Source: an optimization exercise on an open RTL-to-GDS flow (aim: small area, a short achievable clock period and few clock cycles). Production flows keep margins and buffers that such runs may drop. RTL that was checked went through simulation tests only; none was proved equivalent to the original.

==> module gemm_controller, before the edit <==
module gemm_controller #(
  parameter int MAX_ELEMS = 16384,
  parameter mp_types::prec_e PREC = mp_types::PREC_INT8
)(
  input  logic        clk,
  input  logic        rstn,
  input  logic        start,
  input  logic [15:0] M, K, Ncols,
  output logic        done,
  output logic [$clog2(MAX_ELEMS)-1:0] addr_A,
  input  logic [31:0]                  data_A,
  output logic [$clog2(MAX_ELEMS)-1:0] addr_B,
  input  logic [31:0]                  data_B,
  output logic [$clog2(MAX_ELEMS)-1:0] addr_C,
  output logic [31:0]                  data_C,
  output logic                         we_C
);
  localparam int AW = $clog2(MAX_ELEMS);
  logic          run;
  logic [AW-1:0] krem, jrem, irem;
  logic          lk, lj, li;       
  logic          kf;               
  logic          dk, dj;           
  logic [AW-1:0] Kw, Nw, Mw;
  assign Kw = K[AW-1:0];
  assign Nw = Ncols[AW-1:0];
  assign Mw = M[AW-1:0];
  logic [AW-1:0] Kr, Nr;
  always_ff @(posedge clk) begin
    Kr <= Kw;
    Nr <= Nw;
  end
  logic [AW-1:0] csel, cdec;
  logic          cis2;
  assign csel = !lk ? krem : (!lj ? jrem : irem);
  assign cdec = csel - 1'b1;
  assign cis2 = (csel == AW'(2));
  logic [AW-1:0] opA, opB, sumA, sumB;
  logic          negB;
  assign opA  = lk ? Kr : {{(AW-1){~dk}}, 1'b1};
  assign negB = lk ? ~dj : ~dk;
  assign opB  = (lk ? AW'(1) : Nr) ^ {AW{negB}};
  assign sumA = addr_A + opA;
  assign sumB = addr_B + opB + AW'(negB);
  always_ff @(posedge clk) begin
    if (!rstn)     run <= 1'b0;
    else if (!run) run <= start;
    else           run <= ~(lk & lj & li);
  end
  always_ff @(posedge clk) begin
    if (!run) begin
      addr_A <= '0;
      addr_B <= '0;
      dk     <= 1'b1;
      dj     <= 1'b1;
      kf     <= 1'b1;
      krem   <= Kw;   lk <= (K == 16'd1);
      jrem   <= Nw;   lj <= (Ncols == 16'd1);
      irem   <= Mw;   li <= (M == 16'd1);
    end else begin
      kf <= lk;
      if (!lk | lj) addr_A <= sumA;    
      if (!lk | !lj) addr_B <= sumB;   
      if (!lk) begin
        krem <= cdec;
        lk   <= cis2;
      end else begin
        dk   <= ~dk;
        krem <= Kw;
        lk   <= (K == 16'd1);
        if (!lj) begin
          jrem <= cdec;
          lj   <= cis2;
        end else begin
          dj   <= ~dj;
          jrem <= Nw;
          lj   <= (Ncols == 16'd1);
          irem <= cdec;
          li   <= cis2;
        end
      end
    end
  end
  logic f1_first, f1_last, f1_row, f1_fin;
  logic f2_first, f2_last, f2_row, f2_fin;
  logic f3_first, f3_last, f3_row, f3_fin;
  logic f4_first, f4_last, f4_row, f4_fin;
  logic w_row, dc;
  always_ff @(posedge clk) begin
    if (!rstn) begin
      f1_last <= 1'b0; f1_fin <= 1'b0;
      f2_last <= 1'b0; f2_fin <= 1'b0;
      f3_last <= 1'b0; f3_fin <= 1'b0;
      f4_last <= 1'b0; f4_fin <= 1'b0;
      we_C <= 1'b0; done <= 1'b0;
    end else begin
      f1_last <= run & lk;
      f1_fin  <= run & lk & lj & li;
      f2_last <= f1_last; f2_fin <= f1_fin;
      f3_last <= f2_last; f3_fin <= f2_fin;
      f4_last <= f3_last; f4_fin <= f3_fin;
      we_C <= f4_last;
      done <= f4_fin;
    end
  end
  always_ff @(posedge clk) begin
    f1_first <= kf;        f1_row <= lk & lj;
    f2_first <= f1_first;  f2_row <= f1_row;
    f3_first <= f2_first;  f3_row <= f2_row;
    f4_first <= f3_first;  f4_row <= f3_row;
    w_row    <= f4_row;
  end
  logic [AW-1:0] sumC;
  assign sumC = addr_C + (w_row ? Nr : {{(AW-1){~dc}}, 1'b1});
  always_ff @(posedge clk) begin
    if (start) begin
      addr_C <= '0;
      dc     <= 1'b1;
    end else if (we_C) begin
      addr_C <= sumC;
      if (w_row) dc <= ~dc;
    end
  end
  logic [7:0]  a_r, b_r;
  logic [14:0] ms, mc, s_r, c_r;
  logic [15:0] p;
  logic [29:0] acc;
  mul8_cs u_mul (.a(a_r), .b(b_r), .s(ms), .c(mc));
  logic [16:0] lows;
  logic [13:0] hi, hinc, hdec, hsum;
  logic [29:0] accn;
  assign lows = {1'b0, acc[15:0]} + {1'b0, p};
  assign hi   = acc[29:16];
  assign hinc = hi + 1'b1;
  assign hdec = hi - 1'b1;
  assign hsum = (lows[16] & ~p[15]) ? hinc : ((~lows[16] & p[15]) ? hdec : hi);
  assign accn = f4_first ? {{14{p[15]}}, p} : {hsum, lows[15:0]};
  always_ff @(posedge clk) begin
    a_r <= data_A[7:0];
    b_r <= data_B[7:0];
    s_r <= ms;
    c_r <= mc;
    p   <= {1'b0, s_r} + {1'b0, c_r} - 16'h8000;
    acc <= accn;
  end
  assign data_C = {{2{acc[29]}}, acc};
endmodule
export LEC_CHECK = 0
export CAP_MARGIN = 20
export CORE_MARGIN = 2
export CORE_UTILIZATION = 40
export PLACE_DENSITY = 0.6
export SETUP_SLACK_MARGIN = 5
export SLEW_MARGIN = 20
create_clock -name core_clock -period 8.0 [get_ports {clk}]
standard.sh (not shown) runs the stock make flow with config.mk's settings and CLKGATE_MAP_FILE= SYNTH_SCRIPT=/design/flow/synth_recipe.tcl, a recipe that flattens the netlist after the stock synthesis.
==> flow/flow/run.sh <==
#!/bin/bash
set -euo pipefail
bash standard.sh BUFFER_PORTS_ARGS="-buffer_cell sky130_fd_sc_hd__buf_1" finish > standard_flow.log 2>&1
Next try:
--- a/flow/design.v
+++ b/flow/design.v
@@ -320,24 +320,27 @@
   logic [7:0]  a_r, b_r;
   logic [14:0] ms, mc, s_r, c_r;
   logic [15:0] p;
   logic [29:0] acc;
   mul8_cs u_mul (.a(a_r), .b(b_r), .s(ms), .c(mc));
   logic [16:0] lows;
-  logic [13:0] hi, hinc, hdec, hsum;
-  logic [29:0] accn;
-  assign lows = {1'b0, acc[15:0]} + {1'b0, p};
-  assign hi   = acc[29:16];
-  assign hinc = hi + 1'b1;
-  assign hdec = hi - 1'b1;
-  assign hsum = (lows[16] & ~p[15]) ? hinc : ((~lows[16] & p[15]) ? hdec : hi);
-  assign accn = f4_first ? {{14{p[15]}}, p} : {hsum, lows[15:0]};
+  logic [13:0] hi, hinc, hdec, hnew;
+  logic        s_inc, s_dec, s_hold, s_ones;
+  assign lows   = {1'b0, acc[15:0]} + {1'b0, p};
+  assign hi     = acc[29:16];
+  assign hinc   = hi + 1'b1;
+  assign hdec   = hi - 1'b1;
+  assign s_inc  = ~f4_first & lows[16] & ~p[15];
+  assign s_dec  = ~f4_first & ~lows[16] & p[15];
+  assign s_hold = ~f4_first & (lows[16] == p[15]);
+  assign s_ones = f4_first & p[15];
+  assign hnew   = ({14{s_inc}} & hinc) | ({14{s_dec}} & hdec) | ({14{s_hold}} & hi) | {14{s_ones}};
   always_ff @(posedge clk) begin
     a_r <= data_A[7:0];
     b_r <= data_B[7:0];
     s_r <= ms;
     c_r <= mc;
     p   <= {1'b0, s_r} + {1'b0, c_r} - 16'h8000;
-    acc <= accn;
+    acc <= {hnew, f4_first ? p : lows[15:0]};
   end
   assign data_C = {{2{acc[29]}}, acc};
 endmodule
Fmax grows by about a fifth.
Die area falls by a few percent.
First-iteration DRC count rose by roughly a tenth.
Via count falls by a few percent.
Non-clock buffer count goes up by 4.
Worst setup slack is better by 430 ps.
Final cell count goes down by a few percent.
Clock skew climbs by 5.3 ps.
Critical path depth fell by 3.
Testbench counts after the change, summed over its fixed seeds: cycles 75,253.
No functional check of the RTL was part of the first run of this note.


Another version of the RTL of gemm_controller (not shown whole).
Size in the first run: about 1300 cells after synthesis, ~0.012 mm2 of cells after synthesis.
==> module gemm_controller, before the edit <==
module gemm_controller #(
  parameter int MAX_ELEMS = 16384,
  parameter mp_types::prec_e PREC = mp_types::PREC_INT8
)(
  input  logic        clk,
  input  logic        rstn,
  input  logic        start,
  input  logic [15:0] M, K, Ncols,
  output logic        done,
  output logic [$clog2(MAX_ELEMS)-1:0] addr_A,
  input  logic [31:0]                  data_A,
  output logic [$clog2(MAX_ELEMS)-1:0] addr_B,
  input  logic [31:0]                  data_B,
  output logic [$clog2(MAX_ELEMS)-1:0] addr_C,
  output logic [31:0]                  data_C,
  output logic                         we_C
);
  localparam int AW = $clog2(MAX_ELEMS);
  logic          run;
  logic [AW-1:0] krem, jrem, irem;
  logic          lk, lj, li;       
  logic          kf;               
  logic          dk;               
  logic [AW-1:0] Kw, Nw, Mw;
  assign Kw = K[AW-1:0];
  assign Nw = Ncols[AW-1:0];
  assign Mw = M[AW-1:0];
  logic [AW-1:0] Nr1;
  always_ff @(posedge clk) Nr1 <= Nw - 1'b1;
  logic [AW-1:0] csel, cdec;
  logic          cis2;
  assign csel = !lk ? krem : (!lj ? jrem : irem);
  assign cdec = csel - 1'b1;
  assign cis2 = (csel == AW'(2));
  logic [AW-1:0] opA, opB, sumA, sumB;
  logic          invB, ciB;
  assign opA  = lk ? Kw : {{(AW-1){~dk}}, 1'b1};
  assign invB = lk ? lj : ~dk;
  assign ciB  = lk | dk;
  assign opB  = ((lk & ~lj) ? AW'(0) : Nr1) ^ {AW{invB}};
  assign sumB = addr_B + opB + AW'(ciB);
  assign sumA = addr_A + opA;
  always_ff @(posedge clk) begin
    if (!rstn)     run <= 1'b0;
    else if (!run) run <= start;
    else           run <= ~(lk & lj & li);
  end
  always_ff @(posedge clk) begin
    if (!run) begin
      addr_A <= '0;
      addr_B <= '0;
      dk     <= 1'b1;
      kf     <= 1'b1;
      krem   <= Kw;   lk <= (K == 16'd1);
      jrem   <= Nw;   lj <= (Ncols == 16'd1);
      irem   <= Mw;   li <= (M == 16'd1);
    end else begin
      kf <= lk;
      if (!lk | lj) addr_A <= sumA;    
      addr_B <= sumB;
      if (!lk) begin
        krem <= cdec;
        lk   <= cis2;
      end else begin
        dk   <= ~dk;
        krem <= Kw;
        lk   <= (K == 16'd1);
        if (!lj) begin
          jrem <= cdec;
          lj   <= cis2;
        end else begin
          jrem <= Nw;
          lj   <= (Ncols == 16'd1);
          irem <= cdec;
          li   <= cis2;
        end
      end
    end
  end
  logic f1_first, f1_last, f1_fin;
  logic f2_first, f2_last, f2_fin;
  logic f3_first, f3_last, f3_fin;
  logic f4_first, f4_last, f4_fin;
  always_ff @(posedge clk) begin
    if (!rstn) begin
      f1_last <= 1'b0; f1_fin <= 1'b0;
      f2_last <= 1'b0; f2_fin <= 1'b0;
      f3_last <= 1'b0; f3_fin <= 1'b0;
      f4_last <= 1'b0; f4_fin <= 1'b0;
      we_C <= 1'b0; done <= 1'b0;
    end else begin
      f1_last <= run & lk;
      f1_fin  <= run & lk & lj & li;
      f2_last <= f1_last; f2_fin <= f1_fin;
      f3_last <= f2_last; f3_fin <= f2_fin;
      f4_last <= f3_last; f4_fin <= f3_fin;
      we_C <= f4_last;
      done <= f4_fin;
    end
  end
  always_ff @(posedge clk) begin
    f1_first <= kf;
    f2_first <= f1_first;
    f3_first <= f2_first;
    f4_first <= f3_first;
  end
  always_ff @(posedge clk) begin
    if (start)     addr_C <= '0;
    else if (we_C) addr_C <= addr_C + 1'b1;
  end
  logic [7:0]  a_r, b_r;
  logic [14:0] ms, mc, s_r, c_r;
  logic [15:0] p;
  logic [29:0] acc;
  mul8_cs u_mul (.a(a_r), .b(b_r), .s(ms), .c(mc));
  logic [16:0] lows;
  logic [13:0] hi, hinc, hdec, hnew;
  logic        s_inc, s_dec, s_hold, s_ones;
  assign lows   = {1'b0, acc[15:0]} + {1'b0, p};
  assign hi     = acc[29:16];
  assign hinc   = hi + 1'b1;
  assign hdec   = hi - 1'b1;
  assign s_inc  = ~f4_first & lows[16] & ~p[15];
  assign s_dec  = ~f4_first & ~lows[16] & p[15];
  assign s_hold = ~f4_first & (lows[16] == p[15]);
  assign s_ones = f4_first & p[15];
  assign hnew   = ({14{s_inc}} & hinc) | ({14{s_dec}} & hdec) | ({14{s_hold}} & hi) | {14{s_ones}};
  always_ff @(posedge clk) begin
    a_r <= data_A[7:0];
    b_r <= data_B[7:0];
    s_r <= ms;
    c_r <= mc;
    p   <= {1'b0, s_r} + {1'b0, c_r} - 16'h8000;
    acc <= {hnew, f4_first ? p : lows[15:0]};
  end
  assign data_C = {{2{acc[29]}}, acc};
endmodule
Settings: LEC_CHECK=0, CAP_MARGIN=20, CORE_MARGIN=2, CORE_UTILIZATION=55, PLACE_DENSITY=0.7, SETUP_SLACK_MARGIN=5, SLEW_MARGIN=20; clock period 8.0 ns.
Scripts as last shown in full above: flow/flow/run.sh
Rerun with:
--- a/flow/design.v
+++ b/flow/design.v
@@ -216,26 +216,28 @@
   logic [AW-1:0] krem, jrem, irem;
   logic          lk, lj, li;       
   logic          kf;               
-  logic          dk;               
+  logic          dk, dj;           
   logic [AW-1:0] Kw, Nw, Mw;
   assign Kw = K[AW-1:0];
   assign Nw = Ncols[AW-1:0];
   assign Mw = M[AW-1:0];
-  logic [AW-1:0] Nr1;
-  always_ff @(posedge clk) Nr1 <= Nw - 1'b1;
+  logic [AW-1:0] Kr, Nr;
+  always_ff @(posedge clk) begin
+    Kr <= Kw;
+    Nr <= Nw;
+  end
   logic [AW-1:0] csel, cdec;
   logic          cis2;
   assign csel = !lk ? krem : (!lj ? jrem : irem);
   assign cdec = csel - 1'b1;
   assign cis2 = (csel == AW'(2));
   logic [AW-1:0] opA, opB, sumA, sumB;
-  logic          invB, ciB;
-  assign opA  = lk ? Kw : {{(AW-1){~dk}}, 1'b1};
-  assign invB = lk ? lj : ~dk;
-  assign ciB  = lk | dk;
-  assign opB  = ((lk & ~lj) ? AW'(0) : Nr1) ^ {AW{invB}};
-  assign sumB = addr_B + opB + AW'(ciB);
+  logic          negB;
+  assign opA  = lk ? Kr : {{(AW-1){~dk}}, 1'b1};
+  assign negB = lk ? ~dj : ~dk;
+  assign opB  = (lk ? AW'(1) : Nr) ^ {AW{negB}};
   assign sumA = addr_A + opA;
+  assign sumB = addr_B + opB + AW'(negB);
   always_ff @(posedge clk) begin
     if (!rstn)     run <= 1'b0;
     else if (!run) run <= start;
@@ -246,6 +248,7 @@
       addr_A <= '0;
       addr_B <= '0;
       dk     <= 1'b1;
+      dj     <= 1'b1;
       kf     <= 1'b1;
       krem   <= Kw;   lk <= (K == 16'd1);
       jrem   <= Nw;   lj <= (Ncols == 16'd1);
@@ -253,7 +256,7 @@
     end else begin
       kf <= lk;
       if (!lk | lj) addr_A <= sumA;    
-      addr_B <= sumB;
+      if (!lk | !lj) addr_B <= sumB;   
       if (!lk) begin
         krem <= cdec;
         lk   <= cis2;
@@ -265,6 +268,7 @@
           jrem <= cdec;
           lj   <= cis2;
         end else begin
+          dj   <= ~dj;
           jrem <= Nw;
           lj   <= (Ncols == 16'd1);
           irem <= cdec;
@@ -273,10 +277,11 @@
       end
     end
   end
-  logic f1_first, f1_last, f1_fin;
-  logic f2_first, f2_last, f2_fin;
-  logic f3_first, f3_last, f3_fin;
-  logic f4_first, f4_last, f4_fin;
+  logic f1_first, f1_last, f1_row, f1_fin;
+  logic f2_first, f2_last, f2_row, f2_fin;
+  logic f3_first, f3_last, f3_row, f3_fin;
+  logic f4_first, f4_last, f4_row, f4_fin;
+  logic w_row, dc;
   always_ff @(posedge clk) begin
     if (!rstn) begin
       f1_last <= 1'b0; f1_fin <= 1'b0;
@@ -295,14 +300,22 @@
     end
   end
   always_ff @(posedge clk) begin
-    f1_first <= kf;
-    f2_first <= f1_first;
-    f3_first <= f2_first;
-    f4_first <= f3_first;
+    f1_first <= kf;        f1_row <= lk & lj;
+    f2_first <= f1_first;  f2_row <= f1_row;
+    f3_first <= f2_first;  f3_row <= f2_row;
+    f4_first <= f3_first;  f4_row <= f3_row;
+    w_row    <= f4_row;
   end
+  logic [AW-1:0] sumC;
+  assign sumC = addr_C + (w_row ? Nr : {{(AW-1){~dc}}, 1'b1});
   always_ff @(posedge clk) begin
-    if (start)     addr_C <= '0;
-    else if (we_C) addr_C <= addr_C + 1'b1;
+    if (start) begin
+      addr_C <= '0;
+      dc     <= 1'b1;
+    end else if (we_C) begin
+      addr_C <= sumC;
+      if (w_row) dc <= ~dc;
+    end
   end
   logic [7:0]  a_r, b_r;
   logic [14:0] ms, mc, s_r, c_r;
Outcome: The changed run completed with no timing, DRC or antenna violations. Final area came out higher by about 6%. Routed wire length goes up by about 10%. Via count rises by about 9%. Worst setup slack gets better by 0.39 ns. Count of clock-buffer cells in the layout rises by 4. Register-to-register slack gains 0.03 ns. Global-route usage goes up by 0.53 points.
Testbench counts after the change, summed over its fixed seeds: cycles 75,253.
The RTL of the first run of this note was laid out without a check of its function.

port drivers added, routing unchanged:
In the flow no input, the clock included, has a driving cell. The finished layouts below were timed again as built, in two steps.
Step 1: set_driving_cell puts a clkbuf_16 on clk and a buf_2 on each other input, an assumption about the parent block.
Step 2 moves the port delays by t, midway between the first and last clock arrival at a register: inputs arrive t later, outputs are due t later. That takes back most of the time a late clock gives input paths.
Three values: ideal, step 1, step 2; two values: the first two.
run	t (ns)	slack for setup (ns)	latest minus earliest clock arrival (ns)
the first run of note 1	0.579	4.638 / 4.638 / 4.638	0.015 / 0.016
the second run of note 1	0.575	5.066 / 5.066 / 5.066	0.020 / 0.019
the first run of note 2	0.550	4.709 / 4.715 / 4.165	0.011 / 0.011
the second run of note 2	0.564	5.101 / 5.095 / 5.101	0.011 / 0.011
After both steps setup and hold are still met in every run listed. The setup slack of the first run of note 2, which loses most, moves by +0.006 ns with the drivers and by -0.544 ns with both steps.
